Context: an optimization exercise on an open-source flow, tuned for small area and a short achievable clock period. The choices shown serve that exercise and are no tape-out recipe. In this exercise RTL edits were held to simulation tests only and were not proved equivalent to the original. Power figures rest on the tool's default switching activity, not on a simulated workload.

## flow/design.v (module list and top-level ports; edited modules follow where they fit)
// module Convolution: 2019 lines
// module fa: 4 lines
module Convolution(
    input clk,
    input rst_n,
    input in_valid,
    input weight_valid,
    input [7:0] In_IFM_1,
    input [7:0] In_IFM_2,
    input [7:0] In_IFM_3,
    input [7:0] In_IFM_4,
    input [7:0] In_IFM_5,
    input [7:0] In_IFM_6,
    input [7:0] In_IFM_7,
    input [7:0] In_IFM_8,
    input [7:0] In_IFM_9,
    input [7:0] In_Weight_1,
    input [7:0] In_Weight_2,
    input [7:0] In_Weight_3,
    input [7:0] In_Weight_4,
    input [7:0] In_Weight_5,
    input [7:0] In_Weight_6,
    input [7:0] In_Weight_7,
    input [7:0] In_Weight_8,
    input [7:0] In_Weight_9,
    output reg out_valid,
    output reg [20:0] Out_OFM
);
  // ...
==> flow/flow/run.sh <==
#!/bin/bash
# Standard ORFS layout, with plain buf_1 cells as the port buffers (the resizer
# may upsize them) instead of the delay-buffer cells buffer_ports picks itself.
set -euo pipefail
bash standard.sh finish "BUFFER_PORTS_ARGS=-buffer_cell sky130_fd_sc_hd__buf_1" > orfs_flow.log 2>&1
==> flow/standard.sh <==
#!/bin/bash
# synth_recipe.tcl (not shown) runs the flow's synth.tcl, then flattens the netlist and writes it again
# the make line also repeats each setting of config.mk as NAME=value (left out here)
make -C /OpenROAD-flow-scripts/flow DESIGN_CONFIG=/design/flow/config.mk WORK_HOME=/design/flow/orfs CLKGATE_MAP_FILE= SYNTH_SCRIPT=/design/flow/synth_recipe.tcl "${@:-finish}"
==> flow/config.mk <==
export PLATFORM = sky130hd
export DESIGN_NAME = Convolution
export DESIGN_NICKNAME = Convolution
export VERILOG_FILES = /design/flow/design.v
export SDC_FILE = /design/flow/constraint.sdc
export NUM_CORES = 4
export LEC_CHECK = 0
export CAP_MARGIN = 20
export CORE_MARGIN = 2
export CORE_UTILIZATION = 40
export SETUP_SLACK_MARGIN = 3.45
export SLEW_MARGIN = 20
export SYNTH_HIERARCHICAL = 1
export SYNTH_MINIMUM_KEEP_SIZE = 0
==> flow/constraint.sdc <==
create_clock -name core_clock -period 5.5 [get_ports {clk}]
set_input_delay 1.1000 -clock core_clock [delete_from_list [all_inputs] [get_ports {clk}]]
set_output_delay 1.1000 -clock core_clock [all_outputs]
set_load 0.01 [all_outputs]
==> reports/metrics.yaml, run 1 <==
logic_synthesis:
  yosysMostFrequentCell: "nand2_1"
  synthArstFlopShare_pct: 1.034
  synthMuxAreaShare_pct: 0
  syn_nets: 2644
  synth_seq_cells: 580
  yosysWarnings: 7
place:
  port_buffers: 168
timing:
  worst_pin_slew_ns: 0.6971
floorplanning:
  tapCellCount: 864
clock_tree:
  post_cts_buffers: 16
  cts_buffer_depth: 3
power_and_ir_drop:
  leakagePower_nw: 11.30
  internal_power_mw: 11.37
setup_path:
  critPathBufInv: 1
layout:
  multi_input_area_share_pct: 44.34
  layout_common_cells: "nand2_1 (580), fa_1 (543), dfxtp_1 (453)"
  layout.area.seq_um2: 12430
  final_common_cell: "nand2_1"
  design_area_um2: 30950
  area_growth_pct: 15.99
global_route:
  met2_usage_pct: 37.72
  grt_pass1_vias: 17070
  grt_use_total_pct: 22.76
outcome:
  status: "finished clean"
drt:
  firstDrtPassIters: 5
min_path:
  hold-path-endpoint: "r2_3$_DFF_P_"
==> run 2: changes to the inputs <==
--- a/flow/config.mk
+++ b/flow/config.mk
@@ -9,5 +9,7 @@
 export CORE_MARGIN = 2
 export CORE_UTILIZATION = 40
-export SETUP_SLACK_MARGIN = 3.45
+export CTS_CLUSTER_DIAMETER = 60
+export CTS_CLUSTER_SIZE = 22
+export SETUP_SLACK_MARGIN = 3.25
 export SLEW_MARGIN = 20
 export SYNTH_HIERARCHICAL = 1
==> run 2 against run 1 <==
Sequential power increased by 0.6%. Clock power decreased by 18%. Utilization down 2.1 points. First-iteration DRC count grew 7.2%. Fmax down 1.8%. Global-route usage down 0.35 points. Synthesized area unchanged. Register-to-register slack worse by 0.13 ns. Flip-flop and latch count unchanged. Clock skew grew 0.0058 ns. Setup slack worse by 0.039 ns.
==> reports/metrics.yaml, run 2 <==
outcome:
  status: "finished clean"  # unchanged
logic_synthesis:
  syn_inst: 1938  # unchanged
  synthAdderAreaFrac_pct: 41.60  # unchanged
  synthSimpleGateAreaFrac_pct: 8.631  # unchanged
  synth_cell_types: 36  # unchanged
  synth_area_leaders: "fa_1 (41%), dfxtp_1 (38%), nand2_1 (8.2%), edfxtp_1 (8.1%), clkbuf_1 (2.0%)"  # unchanged
  yosysSeqAreaShare_pct: 46.32  # unchanged
  synth_edf_count: 72  # unchanged
  synthArstFlopShare_pct: 1.034  # unchanged
  synth_seq_cells: 580  # unchanged
  yosys.area_share.xor_xnor_pct: 0.4923  # unchanged
  yosysWarnings: 7  # unchanged
  synth-compound-area-share_pct: 0.6048  # unchanged
  ys.flop_type: "dfxtp_1"  # unchanged
  yosys.area.top_type: "fa_1"  # unchanged
  synth.avg_cell_area_um2: 13.77  # unchanged
  yosysTopAreaCellShare_pct: 41.18  # unchanged
  syn_nets: 2644  # unchanged
  yosysMostFrequentCell: "nand2_1"  # unchanged
  synth_top_family_by_area: "adder cells"  # unchanged
  synth_common_cells: "nand2_1 (580), fa_1 (549), dfxtp_1 (502)"  # unchanged
  syn-cell-area_um2: 26690  # unchanged
  synthMuxAreaShare_pct: 0  # unchanged
setup_path:
  r2r_start: "wn8[3]$_DFFE_PP_"  # was r0_63$_DFF_P_
  r2r-end: "r0_210$_DFF_P_"  # was r1_20$_DFF_P_
  crit_type: "reg2out"  # unchanged
  rrSetupSlack_ns: 3.30  # was 3.43 ns
  reg2reg_depth: 3  # unchanged
  cp-start-kind: "flop"  # unchanged
  critPathBufInv: 1  # unchanged
  critical_path.max_fanout: 1  # unchanged
  critPathArrivalTime_ns: 1.10  # was 1.06 ns
  crit_chain: "buf_1"  # unchanged
  cp_top_family: "flip-flops"  # unchanged
  end_kind: "output port"  # unchanged
  slowest_stage: "dfrtp_1"  # unchanged
  required_ns: 4.40  # about the same
  slowest_delay_ns: 0.37  # was 0.36 ns
drt:
  firstDrtPassIters: 5  # unchanged
  routed-via-count: 14630  # was 14900
  wl_um: 75300  # was 76150 um
  drc: 0  # unchanged
  avgRoutedWirePerCell_um: 25.84  # was 25.49 um
  drtIter0Drc: 1019  # was 951
  vias_per_cell: 5.022  # was 4.988
  antenna_left: 0  # unchanged
clock_tree:
  post_cts_buffers: 0  # was 16
  cts_tree: "done"  # unchanged
  h-tree-depth: 2  # was 3
  cts_buffer_depth: 3  # unchanged
  cts_inserted_buffers: 47  # was 66
  cts.sinks: 580  # unchanged
  clockRootBuffer: "clkbuf_16"  # unchanged
  cts.clk_slew.worst_paths_ns: 0.08  # was 0.06 ns
  clkLatencyLatePin_ns: 0.62  # was 0.61 ns
timing:
  rsz0062_at_grt: "no"  # was yes
  fin_skew_ns: 0.02953  # was 0.02375 ns
  fin_crit_sh_pct: 40.04  # was 39.33%
  finalSetupViolCount: 0  # unchanged
  tns_ns: 0  # unchanged
  fmax_ghz: 0.4541  # was 0.4623 GHz
  slew_headroom_pct: 48.17  # was 53.52%
  worst_pin_slew_ns: 0.7763  # was 0.6971 ns
  timing.final.crit_period_ns: 2.202  # was 2.163 ns
  finalMaxSlewViolations: 0  # unchanged
  finalHoldViolations: 0  # unchanged
place:
  port_buffers: 168  # unchanged
  dp_hpwl_um: 60720  # unchanged
  gp_congestion: 0.8996  # unchanged
  place_inst: 2826  # unchanged
floorplanning:
  initial_core_util_pct: 40.52  # unchanged
  row_count: 94  # unchanged
  core_um2: 65860  # unchanged
  die_h_um: 262.3  # unchanged
  die_area_um2: 68800  # unchanged
  ioPinCount: 170  # unchanged
  die_w_um: 262.3  # unchanged
power_and_ir_drop:
  p_switching_mw: 6.036  # was 5.987 mW
  power_frac_clock_pct: 22.8  # was 26.3%
  seqPwrFrac_pct: 41.4  # was 38.8%
  p_comb_share_pct: 35.8  # was 34.8%
  irDropWorstVdd_uv: 281.9  # was 282.7 uV
  p_total_mw: 16.37  # was 17.36 mW
  powerDensity_nw_per_um2: 553.3  # was 560.7 nW/um2
  leakagePower_nw: 10.65  # was 11.30 nW
  p_sw_share_pct: 36.86  # was 34.49%
  internal_power_mw: 10.34  # was 11.37 mW
layout:
  num_antenna_cells: 0  # was 1
  final_common_cell: "nand2_1"  # unchanged
  largest_reg_flops: 20  # unchanged
  area_growth_pct: 10.88  # was 15.99%
  fillers: 5953  # was 5801
  layout.cells.non_filler: 2914  # was 2988
  multi_input_area_um2: 13710  # was 13730 um2
  fin_nets: 2717  # was 2778
  layout_common_cells: "nand2_1 (580), fa_1 (549), dfxtp_1 (502)"  # was nand2_1 (580), fa_1 (543), dfxtp_1 (453)
  drive_gt1_share_pct: 4.780  # was 11.21%
  top_register: "Out_OFM"  # unchanged
  layout.area.seq_um2: 12360  # was 12430 um2
global_route:
  grt_use_total_pct: 22.41  # was 22.76%
  grt_pass1_vias: 16720  # was 17070
  grt_pass1_wl_um: 110500  # was 112400 um
  grt_max_degree: 51  # unchanged
  antenna_found_initial: 1  # unchanged
  grt_overflow: 0  # unchanged
flow_run:
  max_cap_violations: 0  # unchanged
min_path:
  min_path_type: "in2async"  # was reg2reg
[run 2: cell counts after synthesis]
No cell type changed its count.
[run 2: final cells by class]
class	count	share of cell area [%]
clock buffers	55	4.215
clock inverters	33	1.594
inverters	20	0.2537
multi-input cells	1193	46.32
flip-flops and latches	580	41.77
well taps	864	3.653
repair buffers	169	2.190
[run 2: logic make-up after synthesis]
family | count (synthesis)
DFF | 580
adders and majority gates | 558
buffers and inverters | 165
xor gates and xnor gates | 15
and+or+nand+nor | 597
other | 1
AOI/OAI and AO/OA | 22
[run 2: per-stage QoR]
step	setup WS, ns	utilization (%)	hold WS [ns]	area [um2]
after floorplan	3.610	-	0.3096	26690
after detailed placement	2.975	42.30	0.3121	27860
after global routing	3.250	44.93	0.3269	29590
after CTS	3.259	44.92	0.3053	29590
after global placement	3.011	42.30	0.3116	27860
final	3.298	44.93	0.3267	29590
[run 2: power by group through the flow]
stage	clock (mW)	combinational [mW]	sequential (mW)
2_1_floorplan	0	3.68	6.38
3_3_place_gp	0	5.70	6.87
3_5_place_dp	0	5.90	6.88
4_1_cts	3.81	5.97	6.79
5_1_grt	3.98	6.69	6.91
6_report	3.73	5.87	6.78
[run 2: Yosys stat by module, one instance, submodules excluded]
module       cells  times used
Convolution   1389           1
fa               1         549
[run 2: timing repair]
action,CTS,global route
gates resized for setup,3,3
hold buffers,0,0
pin swaps,0,0
endpoints found under the setup margin,3,3
[run 2: worst max path at each step]
stage / start / to / slack, ns / cells after the start
2_1_floorplan: r0_100$_DFF_P_ / r1_27$_DFF_P_ / 3.61 / 3
3_5_place_dp: weight_valid / wn6[2]$_DFFE_PP_ / 2.98 / 2
3_3_place_gp: weight_valid / wn9[0]$_DFFE_PP_ / 3.01 / 2
4_1_cts: Out_OFM[18]$_DFF_P_ / Out_OFM[18] / 3.26 / 1
5_1_grt: Out_OFM[14]$_DFF_P_ / Out_OFM[14] / 3.25 / 1
6_report: out_valid$_DFF_PN0_ / out_valid / 3.30 / 1
[run 2: metal layers]
layer	vias up	GRT usage [%]	wire, um	part of all wire (%)
li1	5982	-	-	-
met1	7781	28.27	29700	39
met2	698	36.64	35960	48
met3	173	6.550	6679	8.9
met4	0	8.400	2956	3.9
met5	-	0	0	0
==> run 3: changes to the inputs <==
--- a/flow/config.mk
+++ b/flow/config.mk
@@ -8,7 +8,8 @@
 export CAP_MARGIN = 20
 export CORE_MARGIN = 2
-export CORE_UTILIZATION = 40
+export CORE_UTILIZATION = 60
 export CTS_CLUSTER_DIAMETER = 60
 export CTS_CLUSTER_SIZE = 22
+export PLACE_DENSITY = 0.7
 export SETUP_SLACK_MARGIN = 3.25
 export SLEW_MARGIN = 20
==> run 3 against run 2 <==
First-iteration DRC count up 45%. Register-to-register slack better by 0.03 ns. Sequential power hardly changed. Critical path depth grew 2. Count of clock-buffer cells in the layout fell by 11. Sequential share of layout area is 1.0 points higher. Flip-flop and latch count did not move. Worst hold slack improved by 0.0026 ns. Design area decreased by 2.4%. Setup slack improved by 0.032 ns. Combinational power decreased by 3.4%. Critical endpoint is now r0_169$_DFF_P_.
==> reports/metrics.yaml, run 3 <==
clock_tree:
  cts_buffer_depth: 3  # unchanged
  cts_tree: "done"  # unchanged
  clkLatencyLatePin_ns: 0.60  # was 0.62 ns
  ctsHoldBuffers: 0  # unchanged
  cts.sinks: 580  # unchanged
  post_cts_buffers: 0  # unchanged
  clockRootBuffer: "clkbuf_16"  # unchanged
  h-tree-depth: 2  # unchanged
  postCtsResizedCells: 0  # was 3
  cts_inserted_buffers: 41  # was 47
  cts.clk_slew.worst_paths_ns: 0.08  # about the same
logic_synthesis:
  ys.flop_type: "dfxtp_1"  # unchanged
  yosysWarnings: 7  # unchanged
  synth_area_leaders: "fa_1 (41%), dfxtp_1 (38%), nand2_1 (8.2%), edfxtp_1 (8.1%), clkbuf_1 (2.0%)"  # unchanged
  synth_seq_cells: 580  # unchanged
  synth.avg_cell_area_um2: 13.77  # unchanged
  syn_inst: 1938  # unchanged
  synth_cell_types: 36  # unchanged
  yosys.area.top_type: "fa_1"  # unchanged
  yosysTopAreaCellShare_pct: 41.18  # unchanged
  yosysMostFrequentCell: "nand2_1"  # unchanged
  yosysSeqAreaShare_pct: 46.32  # unchanged
  synthArstFlopShare_pct: 1.034  # unchanged
  syn-cell-area_um2: 26690  # unchanged
  synth_edf_count: 72  # unchanged
  synth_common_cells: "nand2_1 (580), fa_1 (549), dfxtp_1 (502)"  # unchanged
  syn_nets: 2644  # unchanged
power_and_ir_drop:
  p_sw_share_pct: 36.55  # was 36.86%
  seqPwrFrac_pct: 43.4  # was 41.4%
  powerDensity_nw_per_um2: 542.2  # was 553.3 nW/um2
  p_comb_share_pct: 36.2  # was 35.8%
  power_frac_clock_pct: 20.4  # was 22.8%
  leakagePower_nw: 10.47  # was 10.65 nW
  internal_power_mw: 9.939  # was 10.34 mW
  p_total_mw: 15.66  # was 16.37 mW
  irDropWorstVdd_uv: 293.0  # was 281.9 uV
  p_switching_mw: 5.724  # was 6.036 mW
drt:
  wl_um: 67860  # was 75300 um
  firstDrtPassIters: 5  # unchanged
  drtIter0Drc: 1476  # was 1019
  drc: 0  # unchanged
  antenna_left: 0  # unchanged
  vias_per_cell: 5.618  # was 5.022
  routed-via-count: 14750  # was 14630
  avgRoutedWirePerCell_um: 25.85  # was 25.84 um
timing:
  slew_headroom_pct: 51.79  # was 48.17%
  fin_skew_ns: 0.02450  # was 0.02953 ns
  worst_pin_slew_ns: 0.7232  # was 0.7763 ns
  timing.final.crit_period_ns: 2.170  # was 2.202 ns
  finalMaxSlewViolations: 0  # unchanged
  fmax_ghz: 0.4609  # was 0.4541 GHz
  finalHoldViolations: 0  # unchanged
  tns_ns: 0  # unchanged
  rsz0062_at_grt: "no"  # unchanged
  fin_crit_sh_pct: 39.45  # was 40.04%
  finalSetupViolCount: 0  # unchanged
layout:
  area_growth_pct: 8.237  # was 10.88%
  drive_gt1_share_pct: 3.886  # was 4.780%
  num_antenna_cells: 0  # unchanged
  fillers: 3226  # was 5953
  layout.area.seq_um2: 12360  # unchanged
  final_common_cell: "nand2_1"  # unchanged
  layout_common_cells: "nand2_1 (580), fa_1 (549), dfxtp_1 (502)"  # unchanged
  multi_input_area_um2: 13700  # was 13710 um2
  top_register: "Out_OFM"  # unchanged
  fin_nets: 2711  # was 2717
  largest_reg_flops: 20  # unchanged
setup_path:
  slowest_delay_ns: 0.71  # was 0.37 ns
  crit_chain: "nand2_1, fa_1, fa_1"  # was buf_1
  cp-start-kind: "flop"  # unchanged
  crit_top_cell: "fa_1"
  slowest_stage: "dfxtp_1"  # was dfrtp_1
  critPathArrivalTime_ns: 2.63  # was 1.10 ns
  end_kind: "flop"  # was output port
  required_ns: 5.96  # was 4.40 ns
  critical_path.max_fanout: 8  # was 1
  crit_type: "reg2reg"  # was reg2out
min_path:
  min_path_type: "reg2reg"  # was in2async
place:
  gp_congestion: 0.9406  # was 0.8996
  port_buffers: 168  # unchanged
  dp_hpwl_um: 55020  # was 60720 um
floorplanning:
  initial_core_util_pct: 60.62  # was 40.52%
  row_count: 77  # was 94
  core_um2: 44030  # was 65860 um2
  die_w_um: 214.9  # was 262.3 um
  die_h_um: 214.9  # was 262.3 um
  ioPinCount: 170  # unchanged
  die_area_um2: 46180  # was 68800 um2
global_route:
  grt_pass1_wl_um: 102100  # was 110500 um
  grt_pass1_vias: 16620  # was 16720
  grt_use_total_pct: 31.17  # was 22.41%
  grt_overflow: 0  # unchanged
  antenna_found_initial: 0  # was 1
  grt_max_degree: 49  # was 51
flow_run:
  max_cap_violations: 0  # unchanged
outcome:
  status: "finished clean"  # unchanged
run 3: metal layers:
layer  global-route usage, %  vias up  wire length [um]
li1                        -     5967                 -
met1                   40.95     7780             25580
met2                   49.62      814             32100
met3                   10.16      187              7675
met4                   10.46        0              2504
met5                       0        -                 0
run 3: final timing paths:
kind                           startpoint                  end  slack [ns]  cells after the start
max                        xn2[4]$_DFF_P_       r0_169$_DFF_P_        3.33                      3
min                          r2_8$_DFF_P_         r3_8$_DFF_P_        0.33                      0
max reg2reg                xn2[4]$_DFF_P_       r0_169$_DFF_P_        3.33                      3
min reg2reg                  r2_8$_DFF_P_         r3_8$_DFF_P_        0.33                      0
max in group asynchronous           rst_n  out_valid$_DFF_PN0_        4.88                      1
min in group asynchronous           rst_n   vpipe[0]$_DFF_PN0_        0.38                      1
run 3: per-module statistics from Yosys (local to each module, per instance):
module	area [um2]	cells inside	copies in the design
Convolution	15700	1389	1
fa	20.02	1	549
run 3: worst max-delay path: cells and delay by family, from the launching register on:
kind | cells | cell delay, ns
adders and majority gates | 2 | 1.15
DFF | 1 | 0.71
and+or+nand+nor | 1 | 0.17
run 3: stage by stage:
stage	worst slack (ns)	instances	hold WS [ns]	cell area, um2	util, %
final	3.330	2625	0.3293	28890	65.61
after global routing	3.272	2625	0.3365	28890	65.61
after CTS	3.310	2625	0.3316	28890	65.61
after detailed placement	2.988	2554	0.3121	27520	62.51
after global placement	3.030	2554	0.3102	27520	62.51
after floorplan	3.610	1938	0.3096	26690	-
run 3: layout make-up:
type	count	area share, %
clock inverters	27	1.061
clock buffers	44	3.660
repair buffers	169	2.222
inverters	20	0.2599
flip-flops and latches	580	42.79
multi-input cells	1193	47.44
well taps	592	2.564
run 3: power groups by stage:
stage | Sequential [mW] | Combinational [mW] | Clock (mW)
floorplan | 6.38 | 3.68 | 0
global placement | 6.85 | 5.47 | 0
detailed placement | 6.88 | 5.70 | 0
CTS | 6.79 | 5.73 | 3.25
global route | 6.93 | 6.59 | 3.41
finish | 6.80 | 5.67 | 3.19
run 3: kinds of logic after synthesis:
| logic type | synth area share [%] |
|---|---|
| XOR/XNOR | 0.4922 |
| flip-flops | 46.32 |
| other | 0.01405 |
| buffers and inverters | 2.335 |
| AO/OA/AOI/OAI | 0.6048 |
| adder cells (fa/ha/maj) | 41.60 |
| AND/OR/NAND/NOR | 8.631 |
==> run 4: changes to the inputs <==
--- a/flow/config.mk
+++ b/flow/config.mk
@@ -8,8 +8,5 @@
 export CAP_MARGIN = 20
 export CORE_MARGIN = 2
-export CORE_UTILIZATION = 60
-export CTS_CLUSTER_DIAMETER = 60
-export CTS_CLUSTER_SIZE = 22
-export PLACE_DENSITY = 0.7
+export CORE_UTILIZATION = 40
 export SETUP_SLACK_MARGIN = 3.25
 export SLEW_MARGIN = 20
==> run 4 against run 3 <==
Utilization fell by 20 points. Wire length is 11% higher. Setup slack got worse by 0.012 ns. Register-to-register slack hardly changed. Non-clock buffer count unchanged. Critical path depth shrank 2. Worst hold slack got worse by 0.0081 ns. Flip-flop and latch count is the same. Final cell count up 12%. Fmax fell by 0.53%. Count of clock-buffer cells in the layout grew 48. Critical path type is now reg2out.
==> reports/metrics.yaml, run 4 <==
logic_synthesis:
  yosysSeqAreaShare_pct: 46.32  # unchanged
  synth.avg_cell_area_um2: 13.77  # unchanged
  synth_area_leaders: "fa_1 (41%), dfxtp_1 (38%), nand2_1 (8.2%), edfxtp_1 (8.1%), clkbuf_1 (2.0%)"  # unchanged
  yosys.area.top_type: "fa_1"  # unchanged
  synth_cell_types: 36  # unchanged
  syn_nets: 2644  # unchanged
  synth_common_cells: "nand2_1 (580), fa_1 (549), dfxtp_1 (502)"  # unchanged
  synth_edf_count: 72  # unchanged
  yosysWarnings: 7  # unchanged
  yosysMostFrequentCell: "nand2_1"  # unchanged
  yosysTopAreaCellShare_pct: 41.18  # unchanged
  ys.flop_type: "dfxtp_1"  # unchanged
  synth_seq_cells: 580  # unchanged
  synthArstFlopShare_pct: 1.034  # unchanged
  syn-cell-area_um2: 26690  # unchanged
  syn_inst: 1938  # unchanged
global_route:
  grt_overflow: 0  # unchanged
  grt_use_total_pct: 22.63  # was 31.17%
  antenna_found_initial: 1  # was 0
  grt_pass1_vias: 16900  # was 16620
  grt_max_degree: 51  # was 49
  grt_pass1_wl_um: 111800  # was 102100 um
timing:
  tns_ns: 0  # unchanged
  fin_crit_sh_pct: 39.66  # was 39.45%
  fin_ws_ns: 3.319  # was 3.330 ns
  worst_pin_slew_ns: 0.7564  # was 0.7232 ns
  timing.final.crit_period_ns: 2.181  # was 2.170 ns
  finalSetupViolCount: 0  # unchanged
  fin_skew_ns: 0.02550  # was 0.02450 ns
  rsz0062_at_grt: "no"  # unchanged
  fmax_ghz: 0.4584  # was 0.4609 GHz
  slew_headroom_pct: 49.50  # was 51.79%
  finalMaxSlewViolations: 0  # unchanged
  finalHoldViolations: 0  # unchanged
  timing.hold.ws_ns: 0.3212  # was 0.3293 ns
power_and_ir_drop:
  p_switching_mw: 5.948  # was 5.724 mW
  powerDensity_nw_per_um2: 568.9  # was 542.2 nW/um2
  p_sw_share_pct: 34.65  # was 36.55%
  leakagePower_nw: 10.92  # was 10.47 nW
  irDropWorstVdd_uv: 288.1  # was 293.0 uV
  internal_power_mw: 11.22  # was 9.939 mW
  power_frac_clock_pct: 26.6  # was 20.4%
  p_comb_share_pct: 33.9  # was 36.2%
  seqPwrFrac_pct: 39.5  # was 43.4%
setup_path:
  critical_path.max_fanout: 1  # was 8
  reg2reg_depth: 3  # unchanged
  r2r-end: "r0_60$_DFF_P_"  # was r0_169$_DFF_P_
  crit_chain: "buf_1"  # was nand2_1, fa_1, fa_1
  critPathArrivalTime_ns: 1.08  # was 2.63 ns
  crit_type: "reg2out"  # was reg2reg
  rrSetupSlack_ns: 3.33  # about the same
  required_ns: 4.40  # was 5.96 ns
  r2r_start: "wn1[5]$_DFFE_PP_"  # was xn2[4]$_DFF_P_
  slowest_delay_ns: 0.33  # was 0.71 ns
  cp_top_family: "flip-flops"  # was adder cells
  cp-start-kind: "flop"  # unchanged
  end_kind: "output port"  # was flop
  critPathBufInv: 1  # was 0
  slowest_stage: "dfxtp_1"  # unchanged
place:
  gp_congestion: 0.8996  # was 0.9406
  place_area_um2: 27860  # was 27520 um2
  dp_slack_ns: 2.975  # was 2.988 ns
  port_buffers: 168  # unchanged
  dp_hpwl_um: 60720  # was 55020 um
  place_inst: 2826  # was 2554
layout:
  layout_common_cells: "nand2_1 (580), fa_1 (549), dfxtp_1 (502)"  # unchanged
  drive_gt1_share_pct: 5.863  # was 3.886%
  largest_reg_flops: 20  # unchanged
  area_growth_pct: 13.05  # was 8.237%
  final_common_cell: "nand2_1"  # unchanged
  fin_nets: 2736  # was 2711
  layout.cells.non_filler: 2946  # was 2625
  fillers: 5876  # was 3226
  top_register: "Out_OFM"  # unchanged
  design_area_um2: 30170  # was 28890 um2
drt:
  vias_per_cell: 4.978  # was 5.618
  antenna_left: 0  # unchanged
  drc: 0  # unchanged
  routed-via-count: 14670  # was 14750
  firstDrtPassIters: 5  # unchanged
  drtIter0Drc: 938  # was 1476
  wl_um: 75480  # was 67860 um
  avgRoutedWirePerCell_um: 25.62  # was 25.85 um
flow_run:
  max_cap_violations: 0  # unchanged
clock_tree:
  clockRootBuffer: "clkbuf_16"  # unchanged
  cts.sinks: 580  # unchanged
  cts_inserted_buffers: 66  # was 41
  clkLatencyLatePin_ns: 0.61  # was 0.60 ns
  cts.clk_slew.worst_paths_ns: 0.06  # was 0.08 ns
  h-tree-depth: 3  # was 2
  cts_buffer_depth: 3  # unchanged
  cts_tree: "done"  # unchanged
  ctsHoldBuffers: 0  # unchanged
  post_cts_buffers: 0  # unchanged
outcome:
  status: "finished clean"  # unchanged
floorplanning:
  initial_core_util_pct: 40.52  # was 60.62%
  row_count: 94  # was 77
  die_area_um2: 68800  # was 46180 um2
  ioPinCount: 170  # unchanged
  die_h_um: 262.3  # was 214.9 um
  die_w_um: 262.3  # was 214.9 um
  core_um2: 65860  # was 44030 um2
min_path:
  hp-start: "r1_3$_DFF_P_"  # was r2_8$_DFF_P_
  whs_path_depth: 0  # unchanged
  min_path_type: "reg2reg"  # unchanged
  hold-path-endpoint: "r2_3$_DFF_P_"  # was r3_8$_DFF_P_
==> run 4: cell counts after synthesis <==
No cell type changed its count.
==> run 4: area by class of cell <==
class	instances	area (um2)	share of cell area [%]
Multi-Input combinational cell	1193	13710	45.43
Sequential cell	580	12360	40.97
Clock buffer	92	2039	6.760
Tap cell	864	1081	3.583
Timing Repair Buffer	169	644.4	2.136
Clock inverter	27	260.3	0.8626
Inverter	20	75.07	0.2488
Antenna cell	1	2.502	0.008294
==> run 4: through the flow <==
step	power, mW	util, %
after global routing	18.41	45.81
after CTS	17.37	45.80
after floorplan	10.06	-
final	17.16	45.81
after global placement	12.57	42.30
after detailed placement	12.78	42.30
==> run 4: layer usage <==
| metal | GRT usage, % | wire length, um | vias up |
|---|---|---|---|
| li1 | - | - | 6026 |
| met1 | 28.90 | 29950 | 7770 |
| met2 | 37.44 | 36520 | 698 |
| met3 | 6.147 | 6482 | 172 |
| met4 | 7.463 | 2526 | 0 |
| met5 | 0 | 0 | - |
==> run 4: how the worst max path moves through the flow <==
stage                             endpoint  slack, ns  cells past startpoint                 from
after floorplan              r1_27$_DFF_P_       3.61                      3       r0_100$_DFF_P_
after global placement    wn9[0]$_DFFE_PP_       3.01                      2         weight_valid
after detailed placement  wn6[2]$_DFFE_PP_       2.98                      2         weight_valid
after CTS                      Out_OFM[17]       3.26                      1  Out_OFM[17]$_DFF_P_
after global routing            Out_OFM[5]       3.26                      1   Out_OFM[5]$_DFF_P_
final                          Out_OFM[17]       3.32                      1  Out_OFM[17]$_DFF_P_
==> run 4: what timing repair did <==
action,in CTS,in global routing
gates resized for setup,0,3
endpoints found under the setup margin,0,3
endpoints found under the hold margin,0,0
==> run 4: kinds of logic after synthesis <==
| group | share of synthesized area [%] |
|---|---|
| compound gates | 0.6048 |
| xor+xnor | 0.4922 |
| fa+ha+maj | 41.60 |
| buf+inv | 2.335 |
| flops | 46.32 |
| other cells | 0.01405 |
| simple gates | 8.631 |
==> run 4: power groups by stage <==
| stage | sequential [mW] | clock (mW) | combinational, mW |
|---|---|---|---|
| 5_1_grt | 6.91 | 4.84 | 6.66 |
| 3_5_place_dp | 6.88 | 0 | 5.90 |
| 6_report | 6.78 | 4.56 | 5.82 |
| 2_1_floorplan | 6.38 | 0 | 3.68 |
| 4_1_cts | 6.80 | 4.66 | 5.91 |
| 3_3_place_gp | 6.87 | 0 | 5.70 |
==> run 4: per-module statistics from Yosys (local to each module, per instance) <==
module	area (um2)	times used	cells
Convolution	15700	1	1389
fa	20.02	549	1
==> run 5: changes to the inputs <==
==> flow/flow/run.sh (replaced) <==
#!/bin/bash
# Standard ORFS layout, with plain buf_1 cells as the port buffers (the resizer
# may upsize them) instead of the delay-buffer cells buffer_ports picks itself,
# and clock tree synthesis without dummy loads.
set -euo pipefail
bash standard.sh finish \
  "BUFFER_PORTS_ARGS=-buffer_cell sky130_fd_sc_hd__buf_1" \
  "CTS_ARGS=-sink_clustering_enable -repair_clock_nets -sink_clustering_size 22 -sink_clustering_max_diameter 60 -dont_use_dummy_load" \
  > orfs_flow.log 2>&1
--- a/flow/config.mk
+++ b/flow/config.mk
@@ -8,6 +8,7 @@
 export CAP_MARGIN = 20
 export CORE_MARGIN = 2
-export CORE_UTILIZATION = 40
-export SETUP_SLACK_MARGIN = 3.25
+export CORE_UTILIZATION = 60
+export PLACE_DENSITY = 0.7
+export SETUP_SLACK_MARGIN = 3.15
 export SLEW_MARGIN = 20
 export SYNTH_HIERARCHICAL = 1
==> run 5 against run 4 <==
Final cell count decreased by 12%. Critical path depth rose by 2. Synthesized area is the same. Combinational power fell by 3%. Utilization is 19 points higher. Clock power down 41%. Synthesized cell count did not move. Total power down 12%. Count of clock-buffer cells in the layout fell by 51. Still clean. Worst hold slack lost 0.0019 ns. Critical path type is now reg2reg. Via count rose by 0.40%. Critical endpoint is now r0_60$_DFF_P_.
==> reports/metrics.yaml, run 5 <==
outcome:
  status: "finished clean"  # unchanged
setup_path:
  slowest_stage: "edfxtp_1"  # was dfxtp_1
  critical_path.max_fanout: 8  # was 1
  slowest_delay_ns: 0.84  # was 0.33 ns
  crit_type: "reg2reg"  # was reg2out
  crit_chain: "nand2_1, fa_1, fa_1"  # was buf_1
  required_ns: 5.94  # was 4.40 ns
  crit_top_cell: "fa_1"
  critPathBufInv: 0  # was 1
  cp_top_family: "adder cells"  # was flip-flops
  end_kind: "flop"  # was output port
  critPathArrivalTime_ns: 2.61  # was 1.08 ns
  cp-start-kind: "flop"  # unchanged
timing:
  fmax_ghz: 0.4606  # was 0.4584 GHz
  fin_skew_ns: 0.03646  # was 0.02550 ns
  slew_headroom_pct: 50.23  # was 49.50%
  finalSetupViolCount: 0  # unchanged
  timing.final.crit_period_ns: 2.171  # was 2.181 ns
  worst_pin_slew_ns: 0.7466  # was 0.7564 ns
  finalMaxSlewViolations: 0  # unchanged
  fin_crit_sh_pct: 39.48  # was 39.66%
  rsz0062_at_grt: "no"  # unchanged
  tns_ns: 0  # unchanged
  finalHoldViolations: 0  # unchanged
global_route:
  grt_max_degree: 49  # was 51
  grt_pass1_wl_um: 102500  # was 111800 um
  grt_use_total_pct: 31.16  # was 22.63%
  grt_pass1_vias: 16460  # was 16900
  antenna_found_initial: 0  # was 1
  grt_overflow: 0  # unchanged
flow_run:
  max_cap_violations: 0  # unchanged
layout:
  drive_gt1_share_pct: 2.496  # was 5.863%
  num_antenna_cells: 0  # was 1
  fillers: 3258  # was 5876
  top_register: "Out_OFM"  # unchanged
  layout_common_cells: "nand2_1 (580), fa_1 (549), dfxtp_1 (502)"  # unchanged
  design_area_um2: 28550  # was 30170 um2
  fin_nets: 2711  # was 2736
  area_growth_pct: 6.971  # was 13.05%
  largest_reg_flops: 20  # unchanged
  final_common_cell: "nand2_1"  # unchanged
logic_synthesis:
  synth_edf_count: 72  # unchanged
  synth.avg_cell_area_um2: 13.77  # unchanged
  synth_common_cells: "nand2_1 (580), fa_1 (549), dfxtp_1 (502)"  # unchanged
  syn_nets: 2644  # unchanged
  yosys.area.top_type: "fa_1"  # unchanged
  syn_inst: 1938  # unchanged
  syn-cell-area_um2: 26690  # unchanged
  ys.flop_type: "dfxtp_1"  # unchanged
  yosysWarnings: 7  # unchanged
  synth_seq_cells: 580  # unchanged
  synthArstFlopShare_pct: 1.034  # unchanged
  yosysMostFrequentCell: "nand2_1"  # unchanged
  yosysTopAreaCellShare_pct: 41.18  # unchanged
  synth_area_leaders: "fa_1 (41%), dfxtp_1 (38%), nand2_1 (8.2%), edfxtp_1 (8.1%), clkbuf_1 (2.0%)"  # unchanged
  synth_cell_types: 36  # unchanged
  yosysSeqAreaShare_pct: 46.32  # unchanged
clock_tree:
  cts_inserted_buffers: 41  # was 66
  post_cts_buffers: 0  # unchanged
  cts_buffer_depth: 3  # unchanged
  cts_tree: "done"  # unchanged
  postCtsResizedCells: 0  # unchanged
  cts.clk_slew.worst_paths_ns: 0.08  # was 0.06 ns
  h-tree-depth: 2  # was 3
  clkLatencyLatePin_ns: 0.59  # was 0.61 ns
  clockRootBuffer: "clkbuf_16"  # unchanged
  ctsHoldBuffers: 0  # unchanged
  cts.sinks: 580  # unchanged
drt:
  drtIter0Drc: 1486  # was 938
  vias_per_cell: 5.674  # was 4.978
  drc: 0  # unchanged
  avgRoutedWirePerCell_um: 26.20  # was 25.62 um
  wl_um: 67980  # was 75480 um
  firstDrtPassIters: 5  # unchanged
  antenna_left: 0  # unchanged
  routed-via-count: 14720  # was 14670
place:
  place_area_um2: 27520  # was 27860 um2
  gp_congestion: 0.9406  # was 0.8996
  port_buffers: 168  # unchanged
  dp_hpwl_um: 55020  # was 60720 um
power_and_ir_drop:
  seqPwrFrac_pct: 44.9  # was 39.5%
  p_sw_share_pct: 36.05  # was 34.65%
  p_switching_mw: 5.463  # was 5.948 mW
  internal_power_mw: 9.692  # was 11.22 mW
  power_frac_clock_pct: 17.9  # was 26.6%
  leakagePower_nw: 10.30  # was 10.92 nW
  irDropWorstVdd_uv: 271.6  # was 288.1 uV
  powerDensity_nw_per_um2: 530.8  # was 568.9 nW/um2
  p_comb_share_pct: 37.2  # was 33.9%
floorplanning:
  initial_core_util_pct: 60.62  # was 40.52%
  row_count: 77  # was 94
  core_um2: 44030  # was 65860 um2
  die_area_um2: 46180  # was 68800 um2
  ioPinCount: 170  # unchanged
  die_h_um: 214.9  # was 262.3 um
  die_w_um: 214.9  # was 262.3 um
min_path:
  min_path_type: "reg2reg"  # unchanged
[run 5: cell counts after synthesis]
No cell type changed its count.
[run 5: power groups by stage]
stage	clock (mW)	sequential (mW)	combinational, mW
finish	2.71	6.80	5.64
floorplan	0	6.38	3.68
global route	2.92	6.93	6.56
CTS	2.77	6.79	5.72
global placement	0	6.85	5.47
detailed placement	0	6.88	5.70
[run 5: layer usage]
layer  global-route usage, %  vias to the layer above  part of all wire, %
met4                   9.861                        0                  3.3
met3                   7.898                      183                   11
met1                   42.53                     7779                   38
li1                        -                     5926                    -
met5                       0                        -                    0
met2                   49.94                      836                   48
[run 5: worst paths after layout]
kind | from | to | slack [ns] | cells past startpoint
min reg2reg | r1_0$_DFF_P_ | r2_0$_DFF_P_ | 0.32 | 0
max | wn1[5]$_DFFE_PP_ | r0_60$_DFF_P_ | 3.33 | 3
min | r1_0$_DFF_P_ | r2_0$_DFF_P_ | 0.32 | 0
max reg2reg | wn1[5]$_DFFE_PP_ | r0_60$_DFF_P_ | 3.33 | 3
max in group asynchronous | rst_n | vpipe[2]$_DFF_PN0_ | 4.88 | 1
min in group asynchronous | rst_n | vpipe[4]$_DFF_PN0_ | 0.39 | 1
[run 5: final cells by class]
class                           count  area, um2  area share (%)
Multi-Input combinational cell   1193      13700           48.00
Sequential cell                   580      12360           43.30
Clock buffer                       41       1026           3.594
Tap cell                          592      740.7           2.595
Timing Repair Buffer              169      641.9           2.248
Inverter                           20      75.07          0.2630
[run 5: per-stage QoR]
| step | total power [mW] | hold slack [ns] | util, % | std cells | worst slack [ns] |
|---|---|---|---|---|---|
| detailed placement | 12.58 | 0.3121 | 62.51 | 2554 | 2.988 |
| global placement | 12.31 | 0.3102 | 62.51 | 2554 | 3.030 |
| finish | 15.15 | 0.3193 | 64.84 | 2595 | 3.329 |
| floorplan | 10.06 | 0.3096 | - | 1938 | 3.610 |
| CTS | 15.28 | 0.3179 | 64.84 | 2595 | 3.309 |
| global route | 16.40 | 0.3328 | 64.84 | 2595 | 3.270 |
[run 5: cells by family after synthesis]
group                      Yosys count  share of synthesized area [%]
buffers and inverters              165                          2.335
adders and majority gates          558                          41.60
xor gates and xnor gates            15                         0.4922
AOI/OAI and AO/OA                   22                         0.6048
and+or+nand+nor                    597                          8.631
other                                1                        0.01405
DFF                                580                          46.32
[run 5: modules after synthesis (local to each module, per instance)]
| module | area, um2 | times used | flip-flops and latches |
|---|---|---|---|
| Convolution | 15700 | 1 | 580 |
| fa | 20.02 | 549 | 0 |
==> run 6: changes to the inputs <==
--- a/flow/config.mk
+++ b/flow/config.mk
@@ -9,6 +9,8 @@
 export CORE_MARGIN = 2
 export CORE_UTILIZATION = 60
+export CTS_CLUSTER_DIAMETER = 60
+export CTS_CLUSTER_SIZE = 22
 export PLACE_DENSITY = 0.7
-export SETUP_SLACK_MARGIN = 3.15
+export SETUP_SLACK_MARGIN = 3.25
 export SLEW_MARGIN = 20
 export SYNTH_HIERARCHICAL = 1
==> run 6 against run 5 <==
Synthesized area is the same. Critical path depth did not move. Clock power hardly changed. Setup slack did not move. Clock skew stayed put. Worst hold slack stayed put. Die area unchanged. Utilization unchanged. Register-to-register slack hardly changed. Design area unchanged. Via count unchanged. Wire length stayed put. Critical path type unchanged. Largest power group unchanged.
==> reports/metrics.yaml, run 6 <==
outcome:
  status: "finished clean"  # unchanged
setup_path:
  crit_type: "reg2reg"  # unchanged
  crit_top_cell: "fa_1"  # unchanged
  end_kind: "flop"  # unchanged
  critical_path.max_fanout: 8  # unchanged
  required_ns: 5.94  # about the same
  critPathArrivalTime_ns: 2.61  # about the same
  slowest_stage: "edfxtp_1"  # unchanged
  cp-start-kind: "flop"  # unchanged
  slowest_delay_ns: 0.84  # about the same
  crit_chain: "nand2_1, fa_1, fa_1"  # unchanged
clock_tree:
  ctsHoldBuffers: 0  # unchanged
  h-tree-depth: 2  # unchanged
  cts_buffer_depth: 3  # unchanged
  postCtsResizedCells: 0  # unchanged
  post_cts_buffers: 0  # unchanged
  cts.clk_slew.worst_paths_ns: 0.08  # about the same
  cts_tree: "done"  # unchanged
  clockRootBuffer: "clkbuf_16"  # unchanged
  cts_inserted_buffers: 41  # unchanged
  cts.sinks: 580  # unchanged
  clkLatencyLatePin_ns: 0.59  # about the same
power_and_ir_drop:
  seqPwrFrac_pct: 44.9  # about the same
  p_total_mw: 15.15  # unchanged
  powerDensity_nw_per_um2: 530.8  # unchanged
  leakagePower_nw: 10.30  # unchanged
  internal_power_mw: 9.692  # unchanged
  p_sw_share_pct: 36.05  # unchanged
  irDropWorstVdd_uv: 271.6  # unchanged
  power_frac_clock_pct: 17.9  # about the same
  p_comb_share_pct: 37.2  # about the same
  p_switching_mw: 5.463  # unchanged
timing:
  fmax_ghz: 0.4606  # unchanged
  finalMaxSlewViolations: 0  # unchanged
  fin_crit_sh_pct: 39.48  # unchanged
  tns_ns: 0  # unchanged
  finalHoldViolations: 0  # unchanged
  worst_pin_slew_ns: 0.7466  # unchanged
  fin_ws_ns: 3.329  # unchanged
  slew_headroom_pct: 50.23  # unchanged
  fin_skew_ns: 0.03646  # unchanged
  finalSetupViolCount: 0  # unchanged
  timing.final.crit_period_ns: 2.171  # unchanged
  rsz0062_at_grt: "no"  # unchanged
drt:
  wl_um: 67980  # unchanged
  vias_per_cell: 5.674  # unchanged
  met3_length_um: 7303  # unchanged
  firstDrtPassIters: 5  # unchanged
  antenna_left: 0  # unchanged
  drc: 0  # unchanged
  routed.top_layer: "met4"  # unchanged
  routed-via-count: 14720  # unchanged
  avgRoutedWirePerCell_um: 26.20  # unchanged
  wl_met1_um: 26060  # unchanged
  drtIter0Drc: 1486  # unchanged
  met2_length_um: 32370  # unchanged
global_route:
  grt_overflow: 0  # unchanged
  grt_pass1_wl_um: 102500  # unchanged
  grt_pass1_vias: 16460  # unchanged
  grt_use_total_pct: 31.16  # unchanged
  antenna_found_initial: 0  # unchanged
  grt_max_degree: 49  # unchanged
layout:
  fin_nets: 2711  # unchanged
  design_area_um2: 28550  # unchanged
  top_register: "Out_OFM"  # unchanged
  largest_reg_flops: 20  # unchanged
  layout_common_cells: "nand2_1 (580), fa_1 (549), dfxtp_1 (502)"  # unchanged
  area_growth_pct: 6.971  # unchanged
  num_antenna_cells: 0  # unchanged
  final_core_util_pct: 64.84  # unchanged
  drive_gt1_share_pct: 2.496  # unchanged
  final_common_cell: "nand2_1"  # unchanged
logic_synthesis:
  synth.avg_cell_area_um2: 13.77  # unchanged
  synthArstFlopShare_pct: 1.034  # unchanged
  yosysWarnings: 7  # unchanged
  syn_nets: 2644  # unchanged
  syn_inst: 1938  # unchanged
  yosys.area.top_type: "fa_1"  # unchanged
  synth_seq_cells: 580  # unchanged
  synth_edf_count: 72  # unchanged
  ys.flop_type: "dfxtp_1"  # unchanged
  yosysTopAreaCellShare_pct: 41.18  # unchanged
  synth_area_leaders: "fa_1 (41%), dfxtp_1 (38%), nand2_1 (8.2%), edfxtp_1 (8.1%), clkbuf_1 (2.0%)"  # unchanged
  synth_common_cells: "nand2_1 (580), fa_1 (549), dfxtp_1 (502)"  # unchanged
  yosysMostFrequentCell: "nand2_1"  # unchanged
  syn-cell-area_um2: 26690  # unchanged
  synth_cell_types: 36  # unchanged
  yosysSeqAreaShare_pct: 46.32  # unchanged
place:
  dp_hpwl_um: 55020  # unchanged
  port_buffers: 168  # unchanged
  gp_congestion: 0.9406  # unchanged
  dp_slack_ns: 2.988  # unchanged
  place_area_um2: 27520  # unchanged
floorplanning:
  die_area_um2: 46180  # unchanged
  core_um2: 44030  # unchanged
  ioPinCount: 170  # unchanged
  die_w_um: 214.9  # unchanged
  row_count: 77  # unchanged
  initial_core_util_pct: 60.62  # unchanged
  die_h_um: 214.9  # unchanged
flow_run:
  max_cap_violations: 0  # unchanged
min_path:
  min_path_type: "reg2reg"  # unchanged
==> run 6: cell counts after synthesis <==
No cell type changed its count.
==> run 6: area by class of cell <==
cell class                 instances  area [um2]
tap                              592       740.7
timing repair buffer             169       641.9
inverter                          20       75.07
clock buffer                      41        1026
sequential                       580       12360
multi-input combinational       1193       13700
fill                            3258       15480
==> run 6: modules after synthesis, one instance, submodules excluded <==
| module | flip-flops and latches | times used | cells inside | area (um2) |
|---|---|---|---|---|
| fa | 0 | 549 | 1 | 20.02 |
| Convolution | 580 | 1 | 1389 | 15700 |
==> run 6: routing by layer <==
metal,up-vias,GRT usage (%)
met5,-,0
met3,183,7.898
met2,836,49.94
li1,5926,-
met4,0,9.861
met1,7779,42.53
==> run 6: per-stage QoR <==
step / std cells / hold WS, ns
2_1_floorplan: 1938 / 0.3096
3_5_place_dp: 2554 / 0.3121
3_3_place_gp: 2554 / 0.3102
4_1_cts: 2595 / 0.3179
6_report: 2595 / 0.3193
5_1_grt: 2595 / 0.3328
==> run 6: critical path: cells and delay by family, from the launching register on <==
family	cells	cell delay (ns)
fa+ha+maj	2	1.02
flops	1	0.84
simple gates	1	0.18
==> run 6: power by group through the flow <==
stage / logic [mW] / clock network, mW / registers [mW]
3_3_place_gp: 5.47 / 0 / 6.85
6_report: 5.64 / 2.71 / 6.80
2_1_floorplan: 3.68 / 0 / 6.38
4_1_cts: 5.72 / 2.77 / 6.79
3_5_place_dp: 5.70 / 0 / 6.88
5_1_grt: 6.56 / 2.92 / 6.93
==> run 6: logic make-up after synthesis <==
family	count (synthesis)	share of synthesized area (%)
other	1	0.01405
XOR/XNOR	15	0.4922
AO/OA/AOI/OAI	22	0.6048
AND/OR/NAND/NOR	597	8.631
buffers and inverters	165	2.335
flip-flops	580	46.32
adder cells (fa/ha/maj)	558	41.60
==> run 6: final timing paths <==
kind | startpoint | endpoint | slack (ns) | depth (start not counted)
hold reg to reg | r1_0$_DFF_P_ | r2_0$_DFF_P_ | 0.32 | 0
setup reg to reg | wn1[5]$_DFFE_PP_ | r0_60$_DFF_P_ | 3.33 | 3
min in group asynchronous | rst_n | vpipe[4]$_DFF_PN0_ | 0.39 | 1
hold / removal | r1_0$_DFF_P_ | r2_0$_DFF_P_ | 0.32 | 0
setup / recovery | wn1[5]$_DFFE_PP_ | r0_60$_DFF_P_ | 3.33 | 3
max in group asynchronous | rst_n | vpipe[2]$_DFF_PN0_ | 4.88 | 1
==> run 7: changes to the inputs <==
--- a/flow/config.mk
+++ b/flow/config.mk
@@ -8,8 +8,6 @@
 export CAP_MARGIN = 20
 export CORE_MARGIN = 2
-export CORE_UTILIZATION = 60
-export CTS_CLUSTER_DIAMETER = 60
-export CTS_CLUSTER_SIZE = 22
-export PLACE_DENSITY = 0.7
+export CORE_UTILIZATION = 70
+export PLACE_DENSITY = 0.8
 export SETUP_SLACK_MARGIN = 3.25
 export SLEW_MARGIN = 20
==> run 7 against run 6 <==
Global-route usage rose by 6.4 points. Count of clock-buffer cells in the layout fell by 3. First-iteration DRC count fell by 1.0%. Clock skew rose by 0.0088 ns. Fmax fell by 3.2%. Combinational power rose by 3.9%. Sequential share of layout area rose by 0.21 points. Clock power fell by 4%. Design area fell by 0.46%. Worst hold slack improved by 0.010 ns. Register-to-register slack got worse by 0.07 ns. Total power rose by 0.57%. Critical endpoint is now r0_59$_DFF_P_.
==> reports/metrics.yaml, run 7 <==
outcome:
  status: "finished clean"  # unchanged
logic_synthesis:
  synth_seq_cells: 580  # unchanged
  synth_cell_types: 36  # unchanged
  ys.flop_type: "dfxtp_1"  # unchanged
  yosysTopAreaCellShare_pct: 41.18  # unchanged
  synthAdderAreaFrac_pct: 41.60  # unchanged
  synth_edf_count: 72  # unchanged
  synth_top_family_by_area: "adder cells"  # unchanged
  synthMuxAreaShare_pct: 0  # unchanged
  yosysWarnings: 7  # unchanged
  synthArstFlopShare_pct: 1.034  # unchanged
  synth_common_cells: "nand2_1 (580), fa_1 (549), dfxtp_1 (502)"  # unchanged
  synth-compound-area-share_pct: 0.6048  # unchanged
  yosys.area_share.xor_xnor_pct: 0.4923  # unchanged
  syn_nets: 2644  # unchanged
  yosysMostFrequentCell: "nand2_1"  # unchanged
  syn-cell-area_um2: 26690  # unchanged
  synthSimpleGateAreaFrac_pct: 8.631  # unchanged
  synth.avg_cell_area_um2: 13.77  # unchanged
  synth_area_leaders: "fa_1 (41%), dfxtp_1 (38%), nand2_1 (8.2%), edfxtp_1 (8.1%), clkbuf_1 (2.0%)"  # unchanged
  yosys.area.top_type: "fa_1"  # unchanged
  yosysSeqAreaShare_pct: 46.32  # unchanged
  syn_inst: 1938  # unchanged
drt:
  avgRoutedWirePerCell_um: 27.44  # was 26.20 um
  antenna_left: 0  # unchanged
  vias_per_cell: 5.976  # was 5.674
  drtIter0Drc: 1471  # was 1486
  wl_um: 69020  # was 67980 um
  drc: 0  # unchanged
  firstDrtPassIters: 5  # unchanged
  routed-via-count: 15030  # was 14720
setup_path:
  end_kind: "flop"  # unchanged
  reg2reg_depth: 3  # unchanged
  critical_path.max_fanout: 8  # unchanged
  cp-start-kind: "flop"  # unchanged
  rrSetupSlack_ns: 3.26  # was 3.33 ns
  crit_type: "reg2reg"  # unchanged
  required_ns: 5.90  # was 5.94 ns
  critPathArrivalTime_ns: 2.65  # was 2.61 ns
timing:
  worst_pin_slew_ns: 1.031  # was 0.7466 ns
  fmax_ghz: 0.4457  # was 0.4606 GHz
  tns_ns: 0  # unchanged
  timing.hold.ws_ns: 0.3298  # was 0.3193 ns
  finalHoldViolations: 0  # unchanged
  fin_skew_ns: 0.04531  # was 0.03646 ns
  rsz0062_at_grt: "no"  # unchanged
  finalMaxSlewViolations: 0  # unchanged
  fin_crit_sh_pct: 40.80  # was 39.48%
  finalSetupViolCount: 0  # unchanged
  slew_headroom_pct: 31.29  # was 50.23%
  timing.final.crit_period_ns: 2.244  # was 2.171 ns
floorplanning:
  row_count: 71  # was 77
  ioPinCount: 170  # unchanged
  die_area_um2: 39700  # was 46180 um2
  core_um2: 37580  # was 44030 um2
  die_h_um: 199.3  # was 214.9 um
  die_w_um: 199.3  # was 214.9 um
  initial_core_util_pct: 71.02  # was 60.62%
min_path:
  min_path_type: "reg2reg"  # unchanged
  whs_path_depth: 0  # unchanged
clock_tree:
  cts_inserted_buffers: 38  # was 41
  cts.sinks: 580  # unchanged
  clockRootBuffer: "clkbuf_16"  # unchanged
  h-tree-depth: 2  # unchanged
  cts.clk_slew.worst_paths_ns: 0.08  # about the same
  ctsHoldBuffers: 0  # unchanged
  cts_buffer_depth: 3  # unchanged
  clkLatencyLatePin_ns: 0.58  # was 0.59 ns
  cts_tree: "done"  # unchanged
global_route:
  grt_use_total_pct: 37.51  # was 31.16%
  grt_pass1_wl_um: 102900  # was 102500 um
  antenna_found_initial: 1  # was 0
  grt_pass1_vias: 16980  # was 16460
  grt_overflow: 0  # unchanged
  grt_max_degree: 73  # was 49
layout:
  layout_common_cells: "nand2_1 (580), fa_1 (549), dfxtp_1 (501)"  # was nand2_1 (580), fa_1 (549), dfxtp_1 (502)
  fin_nets: 2712  # was 2711
  area_growth_pct: 6.474  # was 6.971%
  largest_reg_flops: 20  # unchanged
  num_antenna_cells: 0  # unchanged
  fillers: 2352  # was 3258
  drive_gt1_share_pct: 2.595  # was 2.496%
  top_register: "Out_OFM"  # unchanged
  final_common_cell: "nand2_1"  # unchanged
  design_area_um2: 28420  # was 28550 um2
place:
  gp_congestion: 0.9804  # was 0.9406
  place_area_um2: 27420  # was 27520 um2
  port_buffers: 168  # unchanged
  dp_hpwl_um: 53950  # was 55020 um
power_and_ir_drop:
  leakagePower_nw: 10.29  # was 10.30 nW
  powerDensity_nw_per_um2: 536.3  # was 530.8 nW/um2
  irDropWorstVdd_uv: 280.7  # was 271.6 uV
flow_run:
  max_cap_violations: 0  # unchanged
==> run 7: cell types whose count changed in the layout (fill, tap and decap cells not counted) <==
cell,previous run,this run
buf_12,0,1
clkbuf_16,41,38
dfxtp_2,0,1
buf_4,1,4
dfxtp_1,502,501
==> run 7: metrics by stage <==
stage	power (mW)	instances	setup WS, ns	utilization, %
4_1_cts	15.26	2511	3.316	75.50
6_report	15.24	2515	3.256	75.62
3_5_place_dp	12.62	2473	3.085	72.97
5_1_grt	16.31	2515	3.269	75.62
2_1_floorplan	10.06	1938	3.610	-
3_3_place_gp	12.18	2473	3.138	72.97
==> run 7: logic make-up after synthesis <==
family                   Yosys count
adder cells (fa/ha/maj)          558
AND/OR/NAND/NOR                  597
flip-flops                       580
XOR/XNOR                          15
other                              1
AO/OA/AOI/OAI                     22
buffers and inverters            165
==> run 7: final cells by class <==
| cell class | instances | area, um2 | share of cell area [%] |
|---|---|---|---|
| inverter | 20 | 75.07 | 0.2642 |
| timing repair buffer | 173 | 684.4 | 2.409 |
| multi-input combinational | 1193 | 13700 | 48.22 |
| tap | 511 | 639.4 | 2.250 |
| sequential | 580 | 12360 | 43.51 |
| clock buffer | 38 | 950.9 | 3.346 |
==> run 7: path summary, 6_finish.rpt <==
path,start,end
setup / recovery,xn8[4]$_DFF_P_,r0_59$_DFF_P_
hold / removal,r2_5$_DFF_P_,r3_5$_DFF_P_
setup reg to reg,xn8[4]$_DFF_P_,r0_59$_DFF_P_
hold reg to reg,r2_5$_DFF_P_,r3_5$_DFF_P_
max in group asynchronous,rst_n,vpipe[3]$_DFF_PN0_
min in group asynchronous,rst_n,vpipe[1]$_DFF_PN0_
==> run 7: power breakdown <==
group          switching [mW]  internal (mW)  leakage (nW)
Combinational            3.17           2.68          4.83
Sequential               1.04           5.76          4.99
Clock                    1.36           1.23         0.468
==> run 7: worst max-delay path, stage by stage, from the launching register on <==
cell and delay (ns):
dfxtp_1 0.78, nand2_1 0.18, fa_1 0.62, fa_1 0.49
==> run 7: per-layer routing <==
metal | GRT usage [%] | part of all wire [%]
met2 | 60.15 | 48
met3 | 13.47 | 14
met4 | 16.58 | 5.4
met5 | 0 | 0.017
met1 | 46.47 | 33
==> run 7: repair_timing <==
action / CTS / global route
buffers inserted: 0 / 4
endpoints found under the setup margin: 0 / 2
gates resized for setup: 0 / 1
==> run 7: modules after synthesis, one instance, submodules excluded <==
module | copies in the design | cell area [um2]
fa | 549 | 20.02
Convolution | 1 | 15700
==> run 8: changes to the inputs <==
--- a/flow/flow/run.sh
+++ b/flow/flow/run.sh
@@ -6,4 +6,4 @@
 bash standard.sh finish \
   "BUFFER_PORTS_ARGS=-buffer_cell sky130_fd_sc_hd__buf_1" \
-  "CTS_ARGS=-sink_clustering_enable -repair_clock_nets -sink_clustering_size 22 -sink_clustering_max_diameter 60 -dont_use_dummy_load" \
+  "CTS_ARGS=-sink_clustering_enable -repair_clock_nets -sink_clustering_size 16 -sink_clustering_max_diameter 50 -dont_use_dummy_load -buf_list sky130_fd_sc_hd__clkbuf_8" \
   > orfs_flow.log 2>&1
--- a/flow/config.mk
+++ b/flow/config.mk
@@ -8,6 +8,6 @@
 export CAP_MARGIN = 20
 export CORE_MARGIN = 2
-export CORE_UTILIZATION = 70
-export PLACE_DENSITY = 0.8
+export CORE_UTILIZATION = 60
+export PLACE_DENSITY = 0.7
 export SETUP_SLACK_MARGIN = 3.25
 export SLEW_MARGIN = 20
==> run 8 against run 7 <==
Register-to-register slack better by 0.08 ns. Synthesized area unchanged. Setup slack better by 0.024 ns. Clock skew up 0.0076 ns. Die area up 16%. Utilization down 11 points. Sequential power is essentially flat. Wire length is 2.2% lower. Final cell count grew 3.5%. Highest routed layer is now met4.
==> reports/metrics.yaml, run 8 <==
outcome:
  status: "finished clean"  # unchanged
setup_path:
  required_ns: 4.40  # was 5.90 ns
  critical_path.max_fanout: 1  # was 8
  critPathArrivalTime_ns: 1.12  # was 2.65 ns
  cp-start-kind: "flop"  # unchanged
  end_kind: "output port"  # was flop
  rrSetupSlack_ns: 3.34  # was 3.26 ns
  critPathBufInv: 1  # was 0
  slowest_stage: "dfrtp_1"  # was dfxtp_1
  cp_top_family: "flip-flops"  # was adder cells
  slowest_delay_ns: 0.35  # was 0.78 ns
  crit_chain: "clkbuf_2"  # was nand2_1, fa_1, fa_1
  crit_type: "reg2out"  # was reg2reg
power_and_ir_drop:
  powerDensity_nw_per_um2: 516.9  # was 536.3 nW/um2
  leakagePower_nw: 10.21  # was 10.29 nW
  irDropWorstVdd_uv: 250.2  # was 280.7 uV
drt:
  wl_um: 67500  # was 69020 um
  drtIter0Drc: 1298  # was 1471
  firstDrtPassIters: 6  # was 5
  avgRoutedWirePerCell_um: 25.92  # was 27.44 um
  antenna_left: 0  # unchanged
  routed-via-count: 14690  # was 15030
  drc: 0  # unchanged
  vias_per_cell: 5.640  # was 5.976
layout:
  layout.area.seq_um2: 12360  # about the same
  top_register: "Out_OFM"  # unchanged
  multi_input_area_um2: 13700  # unchanged
  layout_common_cells: "nand2_1 (580), fa_1 (549), dfxtp_1 (500)"  # was nand2_1 (580), fa_1 (549), dfxtp_1 (501)
  area_growth_pct: 5.842  # was 6.474%
  num_antenna_cells: 0  # unchanged
  largest_reg_flops: 20  # unchanged
  fillers: 3263  # was 2352
  design_area_um2: 28250  # was 28420 um2
  layout.cells.non_filler: 2604  # was 2515
  drive_gt1_share_pct: 3.877  # was 2.595%
  fin_nets: 2720  # was 2712
  final_common_cell: "nand2_1"  # unchanged
  final_core_util_pct: 64.16  # was 75.62%
clock_tree:
  h-tree-depth: 2  # unchanged
  post_cts_buffers: 0  # unchanged
  cts_tree: "done"  # unchanged
  postCtsResizedCells: 13  # was 0
  cts_buffer_depth: 3  # unchanged
  ctsHoldBuffers: 0  # unchanged
  clockRootBuffer: "clkbuf_8"  # was clkbuf_16
  cts.sinks: 580  # unchanged
  cts.clk_slew.worst_paths_ns: 0.08  # about the same
  cts_inserted_buffers: 50  # was 38
  clkLatencyLatePin_ns: 0.69  # was 0.58 ns
timing:
  fin_ws_ns: 3.280  # was 3.256 ns
  finalHoldViolations: 0  # unchanged
  worst_pin_slew_ns: 0.7164  # was 1.031 ns
  finalMaxSlewViolations: 0  # unchanged
  fmax_ghz: 0.4505  # was 0.4457 GHz
  finalSetupViolCount: 0  # unchanged
  fin_skew_ns: 0.05291  # was 0.04531 ns
  fin_crit_sh_pct: 40.36  # was 40.80%
  timing.final.crit_period_ns: 2.220  # was 2.244 ns
  tns_ns: 0  # unchanged
  rsz0062_at_grt: "yes"  # was no
  slew_headroom_pct: 52.24  # was 31.29%
logic_synthesis:
  syn_nets: 2644  # unchanged
  yosysWarnings: 7  # unchanged
  synth_cell_types: 36  # unchanged
  syn_inst: 1938  # unchanged
  synth_seq_cells: 580  # unchanged
  synthArstFlopShare_pct: 1.034  # unchanged
  yosys.area.top_type: "fa_1"  # unchanged
  syn-cell-area_um2: 26690  # unchanged
  ys.flop_type: "dfxtp_1"  # unchanged
  synth.avg_cell_area_um2: 13.77  # unchanged
  yosysSeqAreaShare_pct: 46.32  # unchanged
  yosysMostFrequentCell: "nand2_1"  # unchanged
  synth_area_leaders: "fa_1 (41%), dfxtp_1 (38%), nand2_1 (8.2%), edfxtp_1 (8.1%), clkbuf_1 (2.0%)"  # unchanged
  synth_edf_count: 72  # unchanged
  yosysTopAreaCellShare_pct: 41.18  # unchanged
  synth_common_cells: "nand2_1 (580), fa_1 (549), dfxtp_1 (502)"  # unchanged
place:
  port_buffers: 168  # unchanged
  place_area_um2: 27520  # was 27420 um2
  gp_congestion: 0.9406  # was 0.9804
  dp_hpwl_um: 55020  # was 53950 um
  place_inst: 2554  # was 2473
  dp_slack_ns: 2.988  # was 3.085 ns
global_route:
  grt_use_total_pct: 30.99  # was 37.51%
  grt_pass1_vias: 16590  # was 16980
  grt_max_degree: 49  # was 73
  grt_pass1_wl_um: 101800  # was 102900 um
  grt_overflow: 0  # unchanged
  antenna_found_initial: 0  # was 1
floorplanning:
  die_area_um2: 46180  # was 39700 um2
  ioPinCount: 170  # unchanged
  row_count: 77  # was 71
  die_h_um: 214.9  # was 199.3 um
  initial_core_util_pct: 60.62  # was 71.02%
  core_um2: 44030  # was 37580 um2
  die_w_um: 214.9  # was 199.3 um
min_path:
  min_path_type: "in2async"  # was reg2reg
flow_run:
  max_cap_violations: 0  # unchanged
run 8: cell counts after synthesis:
Identical to the previous run, type by type.
run 8: power breakdown:
part	total, mW	leakage, nW	switching [mW]	internal, mW
combinational	5.65	4.86	3.02	2.63
sequential	6.79	4.99	1.04	5.75
clock	2.15	0.359	1.34	0.809
total	14.6	10.2	5.40	9.20
run 8: final cells by class:
type / instances / area share (%)
inverters: 20 / 0.2658
repair buffers: 169 / 2.392
multi-input cells: 1193 / 48.51
well taps: 592 / 2.622
flip-flops and latches: 580 / 43.77
clock buffers: 50 / 2.436
run 8: per-module statistics from Yosys (local to each module, per instance):
| module | cells inside | flops+latches | copies in the design | cell area, um2 |
|---|---|---|---|---|
| Convolution | 1389 | 580 | 1 | 15700 |
| fa | 1 | 0 | 549 | 20.02 |
run 8: path summary, 6_finish.rpt:
kind	from	endpoint	cells past startpoint
setup / recovery	out_valid$_DFF_PN0_	out_valid	1
hold / removal	rst_n	vpipe[0]$_DFF_PN0_	1
setup reg to reg	wn1[5]$_DFFE_PP_	r0_167$_DFF_P_	3
hold reg to reg	r2_6$_DFF_P_	r3_6$_DFF_P_	0
max in group asynchronous	rst_n	vpipe[1]$_DFF_PN0_	1
min in group core_clock	r2_6$_DFF_P_	r3_6$_DFF_P_	0
run 8: cells by family after synthesis:
group	Yosys count	share of synthesized area, %
and+or+nand+nor	597	8.631
DFF	580	46.32
adders and majority gates	558	41.60
buffers and inverters	165	2.335
AOI/OAI and AO/OA	22	0.6048
xor gates and xnor gates	15	0.4922
other	1	0.01405
run 8: metrics by stage:
step	total power [mW]	hold slack, ns
final	14.60	0.2892
after global routing	15.86	0.2844
after CTS	14.70	0.2669
after detailed placement	12.58	0.3121
after global placement	12.31	0.3102
after floorplan	10.06	0.3096
run 8: routing by layer:
| layer | GRT usage [%] | vias up | part of all wire, % |
|---|---|---|---|
| li1 | - | 5930 | - |
| met3 | 9.087 | 194 | 11 |
| met4 | 10.88 | 0 | 3.6 |
| met2 | 49.12 | 820 | 47 |
| met1 | 41.47 | 7742 | 39 |
| met5 | 0 | - | 0 |

==> port drivers added, routing unchanged <==
The flow's constraints put no driver on any port. The routed layouts listed below were extracted and timed again, unchanged, in two steps. Step 1: set_driving_cell puts a clkbuf_16 on clk and a buf_2 on each other input, an assumption about the parent block. Step 2 also shifts input and output timing later by t, the mid clock arrival at the registers, as if the neighbouring blocks saw the same clock. Three values: ideal, step 1, step 2; two values: the first two.
| run | t, ns | slack for setup (ns) | worst setup path after step 2 | latest minus earliest clock arrival (ns) | worst data-port slew with drivers (ns) |
|---|---|---|---|---|---|
| run 1 | 0.651 | 3.337 / 3.281 / 2.932 | input to register | 0.032 / 0.032 | 0.08 |
| run 2 | 0.668 | 3.298 / 3.237 / 2.968 | input to register | 0.036 / 0.036 | 0.06 |
| run 3 | 0.639 | 3.330 / 3.299 / 3.004 | input to register | 0.029 / 0.028 | 0.04 |
| run 4 | 0.651 | 3.319 / 3.264 / 2.955 | input to register | 0.034 / 0.033 | 0.08 |
| run 5 | 0.636 | 3.329 / 3.292 / 2.997 | input to register | 0.039 / 0.040 | 0.04 |
| run 6 | 0.636 | 3.329 / 3.292 / 2.997 | input to register | 0.039 / 0.040 | 0.04 |
| run 7 | 0.618 | 3.256 / 3.256 / 3.067 | input to register | 0.050 / 0.050 | 0.05 |
| run 8 | 0.718 | 3.280 / 3.226 / 2.993 | input to register | 0.054 / 0.055 | 0.04 |
After both steps setup and hold are still met in every run listed. The setup slack of run 1, which loses most, moves by -0.056 ns with the drivers and by -0.405 ns with both steps.
